Context: an optimization exercise on an open-source flow, tuned for a short achievable clock period and few clock cycles. The choices shown serve that exercise and are no tape-out recipe.
Power figures rest on the tool's default switching activity, not on a simulated workload.

==> inputs of job 7629 <==
==> flow/design.v <==
module core
(
    clock_in,
    mem_in,
    reset_in,
    led_out,
    mem_fetch,
    mem_we,
    mem_oe,
    mem_add,
    mem_out
);
    input clock_in;
    input [15:0] mem_in;
    input reset_in;
    output [7:0] led_out;
    output mem_fetch;
    output mem_we;
    output mem_oe;
    output [15:0] mem_add;
    output [15:0] mem_out;
    localparam BN = 8;               
    localparam CB = 5;               
    localparam CN = 1 << CB;
    reg [15:0] o_add;
    reg o_oe, o_we, o_fetch;
    reg [15:0] o_out;
    reg [7:0] led;
    assign mem_add = o_add;
    assign mem_oe = o_oe;
    assign mem_we = o_we;
    assign mem_fetch = o_fetch;
    assign mem_out = o_out;
    assign led_out = led;
    reg f_m;           
    reg f_load;        
    reg f_halt;
    reg f_first;       
    reg [2:0] m_dr;
    reg [15:0] fa_x;   
    reg [15:0] r0, r1, r2, r3, r4, r5, r6, r7;
    reg [2:0] cc;    
    reg ir_v;
    reg [15:0] ir_off;     
    reg ir_ok;         
    reg ir_dep;        
    reg [15:0] ir, ir_pc, ir_pn;
    reg e_v;
    reg [15:0] e_a, e_b, e_s, e_pc, e_pc1, e_tgt, e_pn;
    reg [2:0] e_dr, e_cond, e_sr;
    reg e_wr, e_cc, e_and, e_not, e_link, e_led, e_mem, e_ld, e_halt;
    reg e_br, e_jo, e_jr, e_jmp;
    reg e_eqt, e_eq1;    
    reg [BN-1:0] bt_v;
    reg [7:0] bt_a [0:BN-1];         
    reg [15:0] bt_t [0:BN-1];
    reg [BN-1:0] bt_r;               
    reg [2:0] bt_rr;                 
    reg [CN-1:0] ic_v;
    reg [15:CB] ic_tag [0:CN-1];
    reg [15:0] ic_w [0:CN-1];
    function [16:0] ks16c;
        input [15:0] a, b;
        input cin;
        reg [15:0] g, p;
        integer i, d;
        begin
            g = a & b;
            p = a | b;
            g[0] = g[0] | (p[0] & cin);
            for (d = 1; d < 16; d = d * 2)
                for (i = 15; i >= d; i = i - 1) begin
                    g[i] = g[i] | (p[i] & g[i-d]);
                    p[i] = p[i] & p[i-d];
                end
            ks16c = {g[15], (a ^ b) ^ {g[14:0], cin}};
        end
    endfunction
    function [15:0] inc16;
        input [15:0] x;
        reg [15:0] c;
        integer i, d;
        begin
            c = x;
            for (d = 1; d < 16; d = d * 2)
                for (i = 15; i >= d; i = i - 1)
                    c[i] = c[i] & c[i-d];
            inc16 = x ^ {c[14:0], 1'b1};
        end
    endfunction
    function [2:0] setcc;
        input [15:0] v;
        setcc = v[15] ? 3'b100 : (v == 16'h0) ? 3'b010 : 3'b001;
    endfunction
    function [15:0] rsel;
        input [2:0] s;
        input [15:0] a0, a1, a2, a3, a4, a5, a6, a7;
        case (s)
            3'd0: rsel = a0;
            3'd1: rsel = a1;
            3'd2: rsel = a2;
            3'd3: rsel = a3;
            3'd4: rsel = a4;
            3'd5: rsel = a5;
            3'd6: rsel = a6;
            default: rsel = a7;
        endcase
    endfunction
    function ld_dep;
        input [15:0] w;
        input [2:0] r;
        reg [3:0] o;
        begin
            o = w[15:12];
            ld_dep = (o == 4'h0) ||
                     (((o == 4'h1) || (o == 4'h5) || (o == 4'h9) || (o == 4'h6) || (o == 4'h7) ||
                       (o == 4'hc) || ((o == 4'h4) && !w[11])) && (w[8:6] == r)) ||
                     (((o == 4'h1) || (o == 4'h5)) && !w[5] && (w[2:0] == r)) ||
                     (((o == 4'h3) || (o == 4'h7)) && (w[11:9] == r));
        end
    endfunction
    wire [16:0] sum_x = ks16c(e_a, e_b, 1'b0);
    wire [15:0] sum = sum_x[15:0];
    wire [15:0] alu = e_link ? e_pc1 : e_and ? (e_a & e_b) : e_not ? ~e_a : sum;
    wire z_add = ((e_a ^ e_b) == {e_a[14:0] | e_b[14:0], 1'b0});
    wire z_and = ((e_a & e_b) == 16'h0);
    wire z_not = (e_a == 16'hffff);
    wire e_z = e_and ? z_and : e_not ? z_not : z_add;
    wire e_n = alu[15];
    wire [2:0] e_ccv = {e_n, e_z, ~e_n & ~e_z};
    wire e_w = e_v & e_wr;
    wire e_c = e_v & e_cc;
    wire e_l = e_v & e_ld;
    wire e_taken = e_br && ((e_cond & cc) != 3'b000);
    wire [15:0] e_next = e_jr ? e_a : (e_jo || e_taken) ? e_tgt : e_pc1;
    wire e_eqa = (e_a == e_pn);
    wire redirect = e_v && !(e_jr ? e_eqa : (e_jo || e_taken) ? e_eqt : e_eq1);
    wire go_mem = e_v && e_mem;
    wire go_halt = e_v && e_halt;
    wire [15:0] fa = fa_x ^ 16'h3000;
    wire [15:0] fa1 = inc16(fa);
    reg [15:0] fa_b, fa_cn;        
    reg [CB+1:0] fa_q;             
    wire [15:0] fa_c = ~fa_cn;
    reg [BN-1:0] bt_m;       
    reg [BN-1:0] bt_me;      
    reg [15:0] bt_sel;
    integer k;
    always @(*) begin
        bt_sel = 16'h0;
        for (k = 0; k < BN; k = k + 1) begin
            bt_m[k] = bt_v[k] && (bt_a[k] == fa_b[7:0]);
            bt_me[k] = bt_v[k] && (bt_a[k] == e_pc[7:0]);
            bt_sel = bt_sel | ({16{bt_m[k]}} & (bt_r[k] ? r7 : bt_t[k]));
        end
    end
    wire bt_hit = |bt_m;
    wire [15:0] pn = bt_hit ? bt_sel : fa1;
    wire [CB-1:0] ci = fa_c[CB-1:0];
    wire ic_hit = ic_v[ci] && (ic_tag[ci] == fa_c[15:CB]);
    wire ic_hq = ic_v[fa_q[CB-1:0]] && (ic_tag[fa_q[CB-1:0]][CB+1:CB] == fa_q[CB+1:CB]);
    wire [15:0] fw = f_m ? ic_w[ci] : mem_in;
    wire [15:0] fw_off = (fw[15:12] == 4'h4) ? {{5{fw[10]}}, fw[10:0]} : {{7{fw[8]}}, fw[8:0]};
    wire [3:0] op = ir[15:12];
    wire [2:0] sr1 = ir[8:6];
    wire [2:0] sr2 = ir[2:0];
    wire [2:0] drf = ir[11:9];
    function [15:0] rfwd;
        input [2:0] s;
        input [15:0] a0, a1, a2, a3, a4, a5, a6, a7;
        rfwd = (e_w && e_dr == s) ? alu :
               (f_load && m_dr == s) ? mem_in : rsel(s, a0, a1, a2, a3, a4, a5, a6, a7);
    endfunction
    wire [15:0] ra = rfwd(sr1, r0, r1, r2, r3, r4, r5, r6, r7);
    wire [15:0] rb = rfwd(sr2, r0, r1, r2, r3, r4, r5, r6, r7);
    wire [15:0] rs = rfwd(drf, r0, r1, r2, r3, r4, r5, r6, r7);
    wire [15:0] pc1 = inc16(ir_pc);
    wire is_jsr = (op == 4'h4);
    wire [16:0] tgt_x = ks16c(ir_pc, ir_off, 1'b1);
    wire alu_op = (op == 4'h1) || (op == 4'h5);
    wire pcrel = (op == 4'he) || (op == 4'h2) || (op == 4'h3);
    wire [15:0] da = pcrel ? pc1 : ra;
    wire [15:0] db = alu_op ? (ir[5] ? {{11{ir[4]}}, ir[4:0]} : rb) :
                     ((op == 4'h6) || (op == 4'h7)) ? {{10{ir[5]}}, ir[5:0]} : {{7{ir[8]}}, ir[8:0]};
    wire hazard = e_l && ir_dep;
    wire replay = ir_v && !ir_ok;           
    wire d_go = ir_ok && !hazard;
    wire d_adv = ir_v && d_go && !redirect;
    wire f_ok = f_m ? ic_hq : !f_first;
    wire f_take = (!ir_v || d_go) && !redirect && f_ok;
    wire s_red = redirect;
    wire s_rep = !redirect && replay;
    wire s_pn = !redirect && !replay && (!ir_v || d_go) && f_ok;
    wire s_fa = !redirect && !replay && !((!ir_v || d_go) && f_ok);
    wire [15:0] fa_n = ({16{s_red}} & e_next) | ({16{s_rep}} & ir_pc) |
                       ({16{s_pn}} & pn) | ({16{s_fa}} & fa);
    always @(posedge clock_in or posedge reset_in) begin
        if (reset_in) begin
            f_first <= 1'b1;
            f_m <= 1'b0;
            f_load <= 1'b0;
            f_halt <= 1'b0;
            ir_v <= 1'b0;
            e_v <= 1'b0;
            r0 <= 16'h0;
            r1 <= 16'h1;
            r2 <= 16'h2;
            r3 <= 16'h3;
            r4 <= 16'h0;
            r5 <= 16'h0;
            r6 <= 16'h0;
            r7 <= 16'h0;
            cc <= 3'b000;
            led <= 8'h0;
            bt_v <= {BN{1'b0}};
            bt_rr <= 3'd0;
            ic_v <= {CN{1'b0}};
        end else if (!f_halt) begin
            f_first <= 1'b0;
            if (e_w && e_dr == 3'd0) r0 <= alu; else if (f_load && m_dr == 3'd0) r0 <= mem_in;
            if (e_w && e_dr == 3'd1) r1 <= alu; else if (f_load && m_dr == 3'd1) r1 <= mem_in;
            if (e_w && e_dr == 3'd2) r2 <= alu; else if (f_load && m_dr == 3'd2) r2 <= mem_in;
            if (e_w && e_dr == 3'd3) r3 <= alu; else if (f_load && m_dr == 3'd3) r3 <= mem_in;
            if (e_w && e_dr == 3'd4) r4 <= alu; else if (f_load && m_dr == 3'd4) r4 <= mem_in;
            if (e_w && e_dr == 3'd5) r5 <= alu; else if (f_load && m_dr == 3'd5) r5 <= mem_in;
            if (e_w && e_dr == 3'd6) r6 <= alu; else if (f_load && m_dr == 3'd6) r6 <= mem_in;
            if (e_w && e_dr == 3'd7) r7 <= alu; else if (f_load && m_dr == 3'd7) r7 <= mem_in;
            cc <= e_c ? e_ccv : f_load ? setcc(mem_in) : cc;
            if (e_v && e_led)
                led <= led + 8'h1;
            if (e_v && (e_br || e_jo || e_jr)) begin
                if (|bt_me) begin
                    for (k = 0; k < BN; k = k + 1)
                        if (bt_me[k])
                            bt_v[k] <= !(e_br && !e_taken);
                end else if (!(e_br && !e_taken)) begin
                    bt_v[bt_rr] <= 1'b1;
                    bt_rr <= bt_rr + 3'd1;
                end
            end
            if (!f_m && !f_first)
                ic_v[ci] <= 1'b1;
            if (go_halt) begin
                f_m <= 1'b0;
                f_load <= 1'b0;
                f_halt <= 1'b1;
            end else begin
                f_m <= go_mem;
                f_load <= go_mem && e_ld;
            end
            ir_v <= (f_take && !replay) || (ir_v && !d_adv && !redirect && !replay);
            e_v <= d_adv;
        end
    end
    wire stop = f_halt || go_halt;
    always @(posedge clock_in or posedge reset_in) begin
        if (reset_in) begin
            o_add <= 16'h0;
            o_oe <= 1'b0;
            o_we <= 1'b0;
            o_fetch <= 1'b0;
            fa_x <= 16'h0;
        end else begin
            o_add <= stop ? 16'hffff : go_mem ? sum : fa_n;
            o_oe <= !stop && (!go_mem || e_ld);
            o_we <= !stop && go_mem && !e_ld;
            o_fetch <= !stop && !go_mem;
            fa_x <= fa_n ^ 16'h3000;
        end
    end
    always @(posedge clock_in) begin
        fa_b <= fa_n;
        fa_cn <= ~fa_n;
        fa_q <= reset_in ? {(CB+2){1'b0}} : fa_n[CB+1:0];
        if (go_mem) begin
            o_out <= e_s;
            m_dr <= e_dr;
        end
        if (e_v && (e_br || e_jo || e_jr)) begin
            if (|bt_me) begin
                for (k = 0; k < BN; k = k + 1)
                    if (bt_me[k]) begin
                        bt_t[k] <= e_next;
                        bt_r[k] <= e_jmp && (e_sr == 3'd7);
                    end
            end else begin
                bt_a[bt_rr] <= e_pc[7:0];
                bt_t[bt_rr] <= e_next;
                bt_r[bt_rr] <= e_jmp && (e_sr == 3'd7);
            end
        end
        if (!f_m && !f_first) begin
            ic_tag[ci] <= fa_c[15:CB];
            ic_w[ci] <= mem_in;
        end
        if (!ir_v || d_go) begin
            ir_ok <= !f_m || ic_hit;
            ir_dep <= ((op == 4'h2) || (op == 4'h6)) && ld_dep(fw, drf);
            ir <= fw;
            ir_pc <= fa;
            ir_pn <= pn;
            ir_off <= fw_off;
        end
        e_a <= da;
        e_b <= db;
        e_s <= rs;
        e_pc <= ir_pc;
        e_pc1 <= pc1;
        e_tgt <= tgt_x[15:0];
        e_eqt <= (tgt_x[15:0] == ir_pn);
        e_eq1 <= (pc1 == ir_pn);
        e_pn <= ir_pn;
        e_dr <= is_jsr ? 3'd7 : drf;
        e_cond <= drf;
        e_sr <= sr1;
        e_wr <= alu_op || (op == 4'h9) || (op == 4'he) || (op == 4'h2) || (op == 4'h6) || is_jsr;
        e_cc <= alu_op || (op == 4'h9) || (op == 4'he);
        e_and <= (op == 4'h5);
        e_not <= (op == 4'h9);
        e_link <= is_jsr;
        e_led <= (op == 4'hf) && (ir[7:0] == 8'h30);
        e_halt <= ((op == 4'hf) && (ir[7:0] == 8'h25)) ||
                  (op == 4'h8) || (op == 4'ha) || (op == 4'hb) || (op == 4'hd);
        e_mem <= (op == 4'h2) || (op == 4'h3) || (op == 4'h6) || (op == 4'h7);
        e_ld <= (op == 4'h2) || (op == 4'h6);
        e_br <= (op == 4'h0);
        e_jo <= is_jsr && ir[11];
        e_jr <= (op == 4'hc) || (is_jsr && !ir[11]);
        e_jmp <= (op == 4'hc);
    end
endmodule
==> flow/run.sh <==
#!/bin/bash
# synth_recipe.tcl (not shown) runs the flow's synth.tcl, then flattens the netlist and writes it again
# the make line also repeats each setting of config.mk as NAME=value (left out here)
make -C /OpenROAD-flow-scripts/flow DESIGN_CONFIG=/design/flow/config.mk WORK_HOME=/design/flow/orfs CLKGATE_MAP_FILE= SYNTH_SCRIPT=/design/flow/synth_recipe.tcl finish
==> flow/config.mk <==
export PLATFORM = sky130hd
export DESIGN_NAME = core
export DESIGN_NICKNAME = core
export VERILOG_FILES = /design/flow/design.v
export SDC_FILE = /design/flow/constraint.sdc
export NUM_CORES = 4
export LEC_CHECK = 0
export CAP_MARGIN = 20
export CORE_MARGIN = 2
export CORE_UTILIZATION = 60
export SETUP_SLACK_MARGIN = 5
export SLEW_MARGIN = 20
export TNS_END_PERCENT = 100
==> flow/constraint.sdc <==
create_clock -name core_clock -period 8.0 [get_ports {clock_in}]
set_input_delay 1.6000 -clock core_clock [delete_from_list [all_inputs] [get_ports {clock_in}]]
set_output_delay 1.6000 -clock core_clock [all_outputs]
set_load 0.01 [all_outputs]
==> job 1327: changes against job 7629 <==
--- a/flow/design.v
+++ b/flow/design.v
@@ -42,5 +42,5 @@
     reg [2:0] cc;    
     reg ir_v;
-    reg [15:0] ir_off;     
+    reg [15:0] ir_pnm1;    
     reg ir_ok;         
     reg ir_dep;        
@@ -53,6 +53,7 @@
     reg e_eqt, e_eq1;    
     reg [BN-1:0] bt_v;
-    reg [7:0] bt_a [0:BN-1];         
+    reg [15:0] bt_a [0:BN-1];
     reg [15:0] bt_t [0:BN-1];
+    reg [15:0] bt_tm1 [0:BN-1];      
     reg [BN-1:0] bt_r;               
     reg [2:0] bt_rr;                 
@@ -140,16 +141,16 @@
     wire [15:0] fa = fa_x ^ 16'h3000;
     wire [15:0] fa1 = inc16(fa);
-    reg [15:0] fa_b, fa_cn;        
-    reg [CB+1:0] fa_q;             
-    wire [15:0] fa_c = ~fa_cn;
+    reg [15:0] fa_b, fa_c;
     reg [BN-1:0] bt_m;       
     reg [BN-1:0] bt_me;      
-    reg [15:0] bt_sel;
+    reg [15:0] bt_sel, bt_selm1;
     integer k;
     always @(*) begin
         bt_sel = 16'h0;
+        bt_selm1 = 16'h0;
         for (k = 0; k < BN; k = k + 1) begin
-            bt_m[k] = bt_v[k] && (bt_a[k] == fa_b[7:0]);
-            bt_me[k] = bt_v[k] && (bt_a[k] == e_pc[7:0]);
+            bt_selm1 = bt_selm1 | ({16{bt_m[k]}} & (bt_r[k] ? r7 - 16'h1 : bt_tm1[k]));
+            bt_m[k] = bt_v[k] && (bt_a[k] == fa_b);
+            bt_me[k] = bt_v[k] && (bt_a[k] == e_pc);
             bt_sel = bt_sel | ({16{bt_m[k]}} & (bt_r[k] ? r7 : bt_t[k]));
         end
@@ -159,7 +160,6 @@
     wire [CB-1:0] ci = fa_c[CB-1:0];
     wire ic_hit = ic_v[ci] && (ic_tag[ci] == fa_c[15:CB]);
-    wire ic_hq = ic_v[fa_q[CB-1:0]] && (ic_tag[fa_q[CB-1:0]][CB+1:CB] == fa_q[CB+1:CB]);
+    wire ic_hq = ic_v[ci] && (ic_tag[ci][CB+1:CB] == fa_c[CB+1:CB]);
     wire [15:0] fw = f_m ? ic_w[ci] : mem_in;
-    wire [15:0] fw_off = (fw[15:12] == 4'h4) ? {{5{fw[10]}}, fw[10:0]} : {{7{fw[8]}}, fw[8:0]};
     wire [3:0] op = ir[15:12];
     wire [2:0] sr1 = ir[8:6];
@@ -177,5 +177,17 @@
     wire [15:0] pc1 = inc16(ir_pc);
     wire is_jsr = (op == 4'h4);
-    wire [16:0] tgt_x = ks16c(ir_pc, ir_off, 1'b1);
+    wire [15:0] off = is_jsr ? {{5{ir[10]}}, ir[10:0]} : {{7{ir[8]}}, ir[8:0]};
+    wire [16:0] tgt_x = ks16c(ir_pc, off, 1'b1);
+    function sum_is;
+        input [15:0] a, b, k;
+        reg [15:0] c;
+        begin
+            c = (a & b) | ((a | b) & ~k);
+            sum_is = ((a ^ b ^ k) == {c[14:0], 1'b0});
+        end
+    endfunction
+    wire [15:0] pn_m1 = ir_pnm1;
+    wire eq9 = sum_is(ir_pc, {{7{ir[8]}}, ir[8:0]}, pn_m1);
+    wire eq11 = sum_is(ir_pc, {{5{ir[10]}}, ir[10:0]}, pn_m1);
     wire alu_op = (op == 4'h1) || (op == 4'h5);
     wire pcrel = (op == 4'he) || (op == 4'h2) || (op == 4'h3);
@@ -197,8 +209,13 @@
     always @(posedge clock_in or posedge reset_in) begin
         if (reset_in) begin
+            o_add <= 16'h0;
+            o_oe <= 1'b0;
+            o_we <= 1'b0;
+            o_fetch <= 1'b0;
             f_first <= 1'b1;
             f_m <= 1'b0;
             f_load <= 1'b0;
             f_halt <= 1'b0;
+            fa_x <= 16'h0;
             ir_v <= 1'b0;
             e_v <= 1'b0;
@@ -242,35 +259,27 @@
                 ic_v[ci] <= 1'b1;
             if (go_halt) begin
+                o_add <= 16'hffff;
+                o_oe <= 1'b0;
+                o_we <= 1'b0;
+                o_fetch <= 1'b0;
                 f_m <= 1'b0;
                 f_load <= 1'b0;
                 f_halt <= 1'b1;
             end else begin
+                o_add <= go_mem ? sum : fa_n;
+                o_oe <= !go_mem || e_ld;
+                o_we <= go_mem && !e_ld;
+                o_fetch <= !go_mem;
                 f_m <= go_mem;
                 f_load <= go_mem && e_ld;
             end
+            fa_x <= fa_n ^ 16'h3000;
             ir_v <= (f_take && !replay) || (ir_v && !d_adv && !redirect && !replay);
             e_v <= d_adv;
         end
     end
-    wire stop = f_halt || go_halt;
-    always @(posedge clock_in or posedge reset_in) begin
-        if (reset_in) begin
-            o_add <= 16'h0;
-            o_oe <= 1'b0;
-            o_we <= 1'b0;
-            o_fetch <= 1'b0;
-            fa_x <= 16'h0;
-        end else begin
-            o_add <= stop ? 16'hffff : go_mem ? sum : fa_n;
-            o_oe <= !stop && (!go_mem || e_ld);
-            o_we <= !stop && go_mem && !e_ld;
-            o_fetch <= !stop && !go_mem;
-            fa_x <= fa_n ^ 16'h3000;
-        end
-    end
     always @(posedge clock_in) begin
         fa_b <= fa_n;
-        fa_cn <= ~fa_n;
-        fa_q <= reset_in ? {(CB+2){1'b0}} : fa_n[CB+1:0];
+        fa_c <= fa_n;
         if (go_mem) begin
             o_out <= e_s;
@@ -282,9 +291,11 @@
                     if (bt_me[k]) begin
                         bt_t[k] <= e_next;
+                        bt_tm1[k] <= e_next - 16'h1;
                         bt_r[k] <= e_jmp && (e_sr == 3'd7);
                     end
             end else begin
-                bt_a[bt_rr] <= e_pc[7:0];
+                bt_a[bt_rr] <= e_pc;
                 bt_t[bt_rr] <= e_next;
+                bt_tm1[bt_rr] <= e_next - 16'h1;
                 bt_r[bt_rr] <= e_jmp && (e_sr == 3'd7);
             end
@@ -300,5 +311,5 @@
             ir_pc <= fa;
             ir_pn <= pn;
-            ir_off <= fw_off;
+            ir_pnm1 <= bt_hit ? bt_selm1 : fa;
         end
         e_a <= da;
@@ -308,6 +319,6 @@
         e_pc1 <= pc1;
         e_tgt <= tgt_x[15:0];
-        e_eqt <= (tgt_x[15:0] == ir_pn);
-        e_eq1 <= (pc1 == ir_pn);
+        e_eqt <= is_jsr ? eq11 : eq9;
+        e_eq1 <= (ir_pc == pn_m1);
         e_pn <= ir_pn;
         e_dr <= is_jsr ? 3'd7 : drf;
==> reports/qor.txt <==
OUTCOME
--------------------------------------------------------
Result of the run ......................... finished clean

FLOORPLAN
--------------------------------------------------------
Total number of tap cells .................        1,755

ROUTE
--------------------------------------------------------
Vias per cell .............................         6.95
1st-pass router iterations ................            9

FINISH
--------------------------------------------------------
Number of nets in the final layout ........        6,557

CRITICAL PATH
--------------------------------------------------------
Launching point of the worst reg2reg path . fa_b[3]$_DFF_P_

the above is filed under job 1327

==> reports/qor.txt <==
OUTCOME
----------------------------------------------------------------------------
Result of the run ............................................. finished clean

FINISH
----------------------------------------------------------------------------
Number of nets in the final layout ............................        5,390
Most common library cell in the layout ignoring fill and taps . sky130_fd_sc_hd__edfxtp_1

GLOBAL ROUTING
----------------------------------------------------------------------------
Total gr overflow .............................................            0

POWER AND IR DROP
----------------------------------------------------------------------------
Part of the total power dissipated in sequential elements .....        35.1%

ROUTE
----------------------------------------------------------------------------
Vias per cell .................................................         6.85
1st-pass router iterations ....................................            6

FLOORPLAN
----------------------------------------------------------------------------
Total number of tap cells .....................................        1,512
Initial Utilization ...........................................        60.5%

the above is filed under job 7629

No run of this note included a check of the RTL's function; only the layout flow was run.

static timing again, ports no longer ideal:
No port has a modelled driver above. Below, the same layouts with a new extraction and two added sets of constraints. Step 1 (the two cells are an assumption about what drives the block):
set clk [get_ports {clock_in}]
set_driving_cell -lib_cell sky130_fd_sc_hd__clkbuf_16 $clk
set_driving_cell -lib_cell sky130_fd_sc_hd__buf_2 [delete_from_list [all_inputs] $clk]
Step 2, shift: input delay + t, output delay - t, t = (earliest + latest rising clock arrival at the registers) / 2. This alone moves slack from input paths to output paths. Three values: no drivers, after step 1, after step 2; two values: the first two.
| run | t (ns) | setup slack, ns | worst hold slack (ns) | worst setup path at the end | worst register clock-pin slew, ns |
|---|---|---|---|---|---|
| job 7629 | 0.876 | 4.713 / 4.713 / 4.033 | 0.403 / 0.403 / 0.403 | input to register | 0.07 / 0.07 |
| job 1327 | 0.889 | 4.576 / 4.576 / 4.117 | 0.345 / 0.345 / 0.345 | input to register | 0.07 / 0.07 |
After both steps setup and hold are still met in every run listed. The setup slack of job 7629, which loses most, moves by 0.000 ns with the drivers and by -0.680 ns with both steps.
